This is an optimization exercise on Yosys and OpenROAD, whose aim is small area, not a production implementation.
Function was checked by simulation only, so behaviour that the tests miss may differ from the original.
No driver is modelled on the clock port, so clocking that relies on it looks cheaper here than on a real chip.
Power figures rest on the tool's default switching activity, not on a simulated workload.

v38:
// whack_a_mole
module whack_a_mole (clk,rst,matrow,matcol_r,matcol_g,
		row_b,col,seg_select,dig_select,beep);
input clk,rst;
input [3:0] row_b;
output [3:0] col;
output [7:0] matrow,matcol_r,matcol_g;
output [7:0] seg_select;
output [7:0] dig_select;
output beep;
reg [1:0] a;
reg [2:0] b;
reg       c;
reg [2:0] m;
reg [2:0] e;
reg [4:0] f;
reg [3:0] q;
wire t1k   = (a==2'd1) & b[1] & b[0];         
wire t500  = t1k & ~c;
wire t50   = t500 & e[2] & ~e[1] & ~m[0];     
wire t1    = t50 & (f==5'd24) & (m[1:0]==2'b00);    
wire thalf = t1 & m[2];                       
wire kb_en = (a==2'd1);                       
wire ended = f[4] & f[3] & f[2];
wire won  = ended & ~f[0];
wire lost = ended & f[0];
wire playing = ~ended;
wire time0;
wire ss;
always @(posedge clk) begin
	if (rst) begin
		a <= 0; b <= 0; c <= 0; m <= 0; e <= 0; f <= 0; q <= 0;
	end else begin
		a <= a + 2'd1;
		if (a==2'd3) b <= {b[1:0], ~(b[2] | b[1])};
		if (t1k) c <= ~c;
		if (t500) begin
			m <= m + 3'd1;
			e <= {e[1:0], ~(e[2] | e[1])};
		end
		if (playing) begin
			if (ss) f <= 5'b11100;                  
			else if (time0) f <= 5'b11101;          
			else if (t50) f <= (f==5'd24) ? 5'd0 : f + 5'd1;
		end
		q <= (q==4'd10) ? 4'd0 : q + 4'd1;
	end
end
wire clk_la = q[0] ^ a[0];                    
reg [1:0] ts;         
reg [3:0] tg;         
wire t40 = tg[3] & tg[1];                     
reg [3:0] rc;
always @(*) begin
  ...
export LEC_CHECK = 0
export CAP_MARGIN = 20
export CORE_MARGIN = 2
export CORE_UTILIZATION = 70
export SLEW_MARGIN = 20
create_clock -name core_clock -period 6.0 [get_ports {clk}]
standard.sh (not shown) runs the stock make flow with config.mk's settings and CLKGATE_MAP_FILE= SYNTH_SCRIPT=/design/flow/synth_recipe.tcl, a recipe that flattens the netlist after the stock synthesis.
==> flow/flow/run.sh <==
#!/bin/bash
# Own layout flow: the standard ORFS flow (standard.sh) with
#  - synthesis: the standard flow's synthesis script, but the ABC mapping step is replaced by
#    abc_multi.tcl (area-oriented ABC scripts abc_s*.abc, smallest result kept)
#    and no half/full-adder cell extraction
#  - port buffers: the smallest buffer cell instead of the default
#  - clock: the flip-flops are split into a few groups by position; one clock
#    buffer per group, driven by the clock port, drives the group (pre_cts.tcl);
#    TritonCTS is then told to skip the clock nets
# Each tool's output goes to a log file in this folder (flow_make.log, orfs/logs).
set -euo pipefail
W=$(pwd)
F=$W/flow
export MY_FLOW_DIR=$F
sed -e "s#^\( *\)log_cmd abc {\*}\$abc_args#\1source $F/abc_multi.tcl#" \
  "$FLOW_HOME/scripts/synth.tcl" > $W/synth_area.tcl
grep -q "abc_multi.tcl" $W/synth_area.tcl
sed -e "s#^source \$::env(SCRIPTS_DIR)/synth.tcl#source $W/synth_area.tcl#" $W/synth_recipe.tcl > $W/my_synth.tcl
grep -q "synth_area.tcl" $W/my_synth.tcl
CTS="-sink_clustering_enable -dont_use_dummy_load"
CLKBUF=sky130_fd_sc_hd__clkbuf_4
[ -f $F/clock_buffer.txt ] && CLKBUF=$(cat $F/clock_buffer.txt)
CLKGROUPS=4
[ -f $F/clock_groups.txt ] && CLKGROUPS=$(cat $F/clock_groups.txt)
bash standard.sh SYNTH_SCRIPT=$W/my_synth.tcl ADDER_MAP_FILE= \
  "BUFFER_PORTS_ARGS=-buffer_cell sky130_fd_sc_hd__buf_1" \
  "CTS_ARGS=$CTS" PRE_CTS_TCL=$F/pre_cts.tcl MY_CLOCK_BUFFER=$CLKBUF MY_CLOCK_CLUSTERS=$CLKGROUPS \
  SKIP_REPAIR_TIE_FANOUT=1 SYNTH_INSBUF=0 \
  finish > $W/flow_make.log 2>&1
==> flow/flow/abc_multi.tcl <==
# Map the combinational logic with ABC several times (different deepsyn seeds)
# and keep the smallest result. Sourced by synth_area.tcl in place of its abc call.
set lib0 [lindex $::env(LIB_FILES) 0]
design -save pre_abc
set best_area 1e30
set best_s -1
foreach s {0 1 2 3 4 5 6 7} {
  design -load pre_abc
  log_cmd abc -script $::env(MY_FLOW_DIR)/abc_s$s.abc {*}$lib_args {*}$lib_dont_use_args -constr $::env(OBJECTS_DIR)/abc.constr
  set st [tee -q -s result.string stat -liberty $lib0]
  if { [regexp {Chip area for module '[^']*': ([0-9.eE+]+)} $st -> area] } {
    puts "ABC try $s: area $area"
    if { $area < $best_area } {
      set best_area $area
      set best_s $s
    }
  }
  design -save abc_res_$s
}
puts "ABC best try: $best_s (area $best_area)"
design -load abc_res_$best_s
Other scripts of this flow, unchanged in this note and not shown: flow/flow/abc_s0.abc, flow/flow/abc_s1.abc, flow/flow/abc_s2.abc, flow/flow/abc_s3.abc, flow/flow/abc_s4.abc, flow/flow/abc_s5.abc, flow/flow/abc_s6.abc, flow/flow/abc_s7.abc, flow/flow/pre_cts.tcl
Per the final summary, v38 finished and its layout is clean on timing, DRC and antenna.
Changes in v16 relative to v38:
- SLEW_MARGIN: 20 -> 0
- CAP_MARGIN: 20 -> 0
diff --git a/flow/flow/run.sh b/flow/flow/run.sh
--- a/flow/flow/run.sh
+++ b/flow/flow/run.sh
@@ -6,0 +7,4 @@
+#  - reset port: a buf_4 port buffer (pre_global_place.tcl), since it drives
+#    most flip-flops
+#  - tie cells: one conb cell drives both the constant-1 and constant-0 outputs
+#    (post_floorplan.tcl)
@@ -28 +32 @@
-  SKIP_REPAIR_TIE_FANOUT=1 SYNTH_INSBUF=0 \
+  SKIP_REPAIR_TIE_FANOUT=1 SYNTH_INSBUF=0 POST_FLOORPLAN_TCL=$F/post_floorplan.tcl PRE_GLOBAL_PLACE_TCL=$F/pre_global_place.tcl \
diff --git a/flow/flow/abc_multi.tcl b/flow/flow/abc_multi.tcl
--- a/flow/flow/abc_multi.tcl
+++ b/flow/flow/abc_multi.tcl
@@ -7 +7 @@
-foreach s {0 1 2 3 4 5 6 7} {
+foreach s {0 1 2 3 4 5 6 7 8 9 10 11} {
==> flow/flow/abc_s10.abc (new file) <==
strash
&get -n
&deepsyn -T 10 -S 10
&put
dc2
strash
&get -n
&dch -f
&nf -a -R 1000
&put
topo
==> flow/flow/abc_s11.abc (new file) <==
strash
&get -n
&deepsyn -T 10 -S 11
&put
dc2
strash
&get -n
&dch -f
&nf -a -R 1000
&put
topo
==> flow/flow/abc_s8.abc (new file) <==
strash
&get -n
&deepsyn -T 10 -S 8
&put
dc2
strash
&get -n
&dch -f
&nf -a -R 1000
&put
topo
==> flow/flow/abc_s9.abc (new file) <==
strash
&get -n
&deepsyn -T 10 -S 9
&put
dc2
strash
&get -n
&dch -f
&nf -a -R 1000
&put
topo
==> flow/flow/post_floorplan.tcl (new file) <==
# The synthesis leaves one tie cell for the constant-1 outputs and one for the
# constant-0 output; a conb cell has both a HI and a LO pin, so keep one cell
# and drive both nets from it.
set block [ord::get_db_block]
set hi_inst ""
set lo_inst ""
foreach inst [$block getInsts] {
  if { [[$inst getMaster] getName] ne "sky130_fd_sc_hd__conb_1" } { continue }
  set hi [[$inst findITerm HI] getNet]
  set lo [[$inst findITerm LO] getNet]
  if { $hi ne "NULL" && $lo eq "NULL" && $hi_inst eq "" } { set hi_inst $inst }
  if { $lo ne "NULL" && $hi eq "NULL" && $lo_inst eq "" } { set lo_inst $inst }
}
if { $hi_inst ne "" && $lo_inst ne "" } {
  set lo_net [[$lo_inst findITerm LO] getNet]
  [$lo_inst findITerm LO] disconnect
  [$hi_inst findITerm LO] connect $lo_net
  puts "tie cells merged: [$hi_inst getName] now drives [$lo_net getName]; removed [$lo_inst getName]"
  odb::dbInst_destroy $lo_inst
}
==> flow/flow/pre_global_place.tcl (new file) <==
# The reset input fans out to most flip-flops, so the default small port
# buffer would get a second buffer from repair_design. Give the reset port a
# larger port buffer instead, and keep buffer_ports from adding another.
insert_buffer -buffer_cell sky130_fd_sc_hd__buf_4 -net rst -buffer_name rst_port_buf -net_name rst_buf
set_dont_touch [get_nets rst]
Results
Between v16 and v38, the final worst hold slack figures differ only marginally.
In summary, v38 completed successfully, with a layout that passed the timing, DRC and antenna checks.
Both conditions hold for v16: the flow ran to the end and the final layout passed the timing, DRC and antenna checks.
The run showing the smaller global-route usage is v38.
In the reports for v16 and v38, the smaller met2 wire length belongs to v38.
Compared with v38, v16 shows cell count that has gone down slightly.
v16 against v38: fmax lower, proportion of power drawn by the clock network lower, register-to-register setup slack roughly the same.
### v16 -> v35
diff --git a/flow/flow/run.sh b/flow/flow/run.sh
--- a/flow/flow/run.sh
+++ b/flow/flow/run.sh
@@ -7,2 +6,0 @@
-#  - reset port: a buf_4 port buffer (pre_global_place.tcl), since it drives
-#    most flip-flops
@@ -32 +30 @@
-  SKIP_REPAIR_TIE_FANOUT=1 SYNTH_INSBUF=0 POST_FLOORPLAN_TCL=$F/post_floorplan.tcl PRE_GLOBAL_PLACE_TCL=$F/pre_global_place.tcl \
+  SKIP_REPAIR_TIE_FANOUT=1 SYNTH_INSBUF=0 POST_FLOORPLAN_TCL=$F/post_floorplan.tcl \
removed: flow/flow/pre_global_place.tcl
[summary]
In terms of final design utilization, v35 and v16 differ only marginally.
| wire length after detailed routing | lower: v35 |
v35 ended with more met3 track demand over resource in global routing than v16.
On clock edge transition at the registers on the reported setup and hold paths, v16 and v35 are neck and neck.
From v35 to v16, register area did not move at all.

[port drivers added, routing unchanged]
The results above use ideal ports. As a check the final layouts listed here were re-extracted and re-timed, cells and wires unchanged. Step 1: set_driving_cell puts a clkbuf_16 on clk and a buf_2 on each other input, an assumption about the parent block. Step 2 moves the port delays by t, midway between the first and last clock arrival at a register: inputs arrive t later, outputs are due t later. That takes back most of the time a late clock gives input paths. a / b / c = ideal / step 1 / step 2; a / b = the first two.
| run | t, ns | setup slack, ns | clock arrival spread, ns | slew at the worst register clock pin (ns) | cell pins on the clock port's net |
|---|---|---|---|---|---|
| v38 | 0.214 | 2.360 / 2.312 / 2.527 | 0.014 / 0.013 | 0.12 / 0.12 | 4 |
| v16 | 0.213 | 2.332 / 2.286 / 2.499 | 0.019 / 0.019 | 0.12 / 0.12 | 4 |
| v35 | 0.212 | 2.378 / 2.332 / 2.544 | 0.017 / 0.016 | 0.12 / 0.12 | 4 |
After both steps every run listed still meets setup and hold.
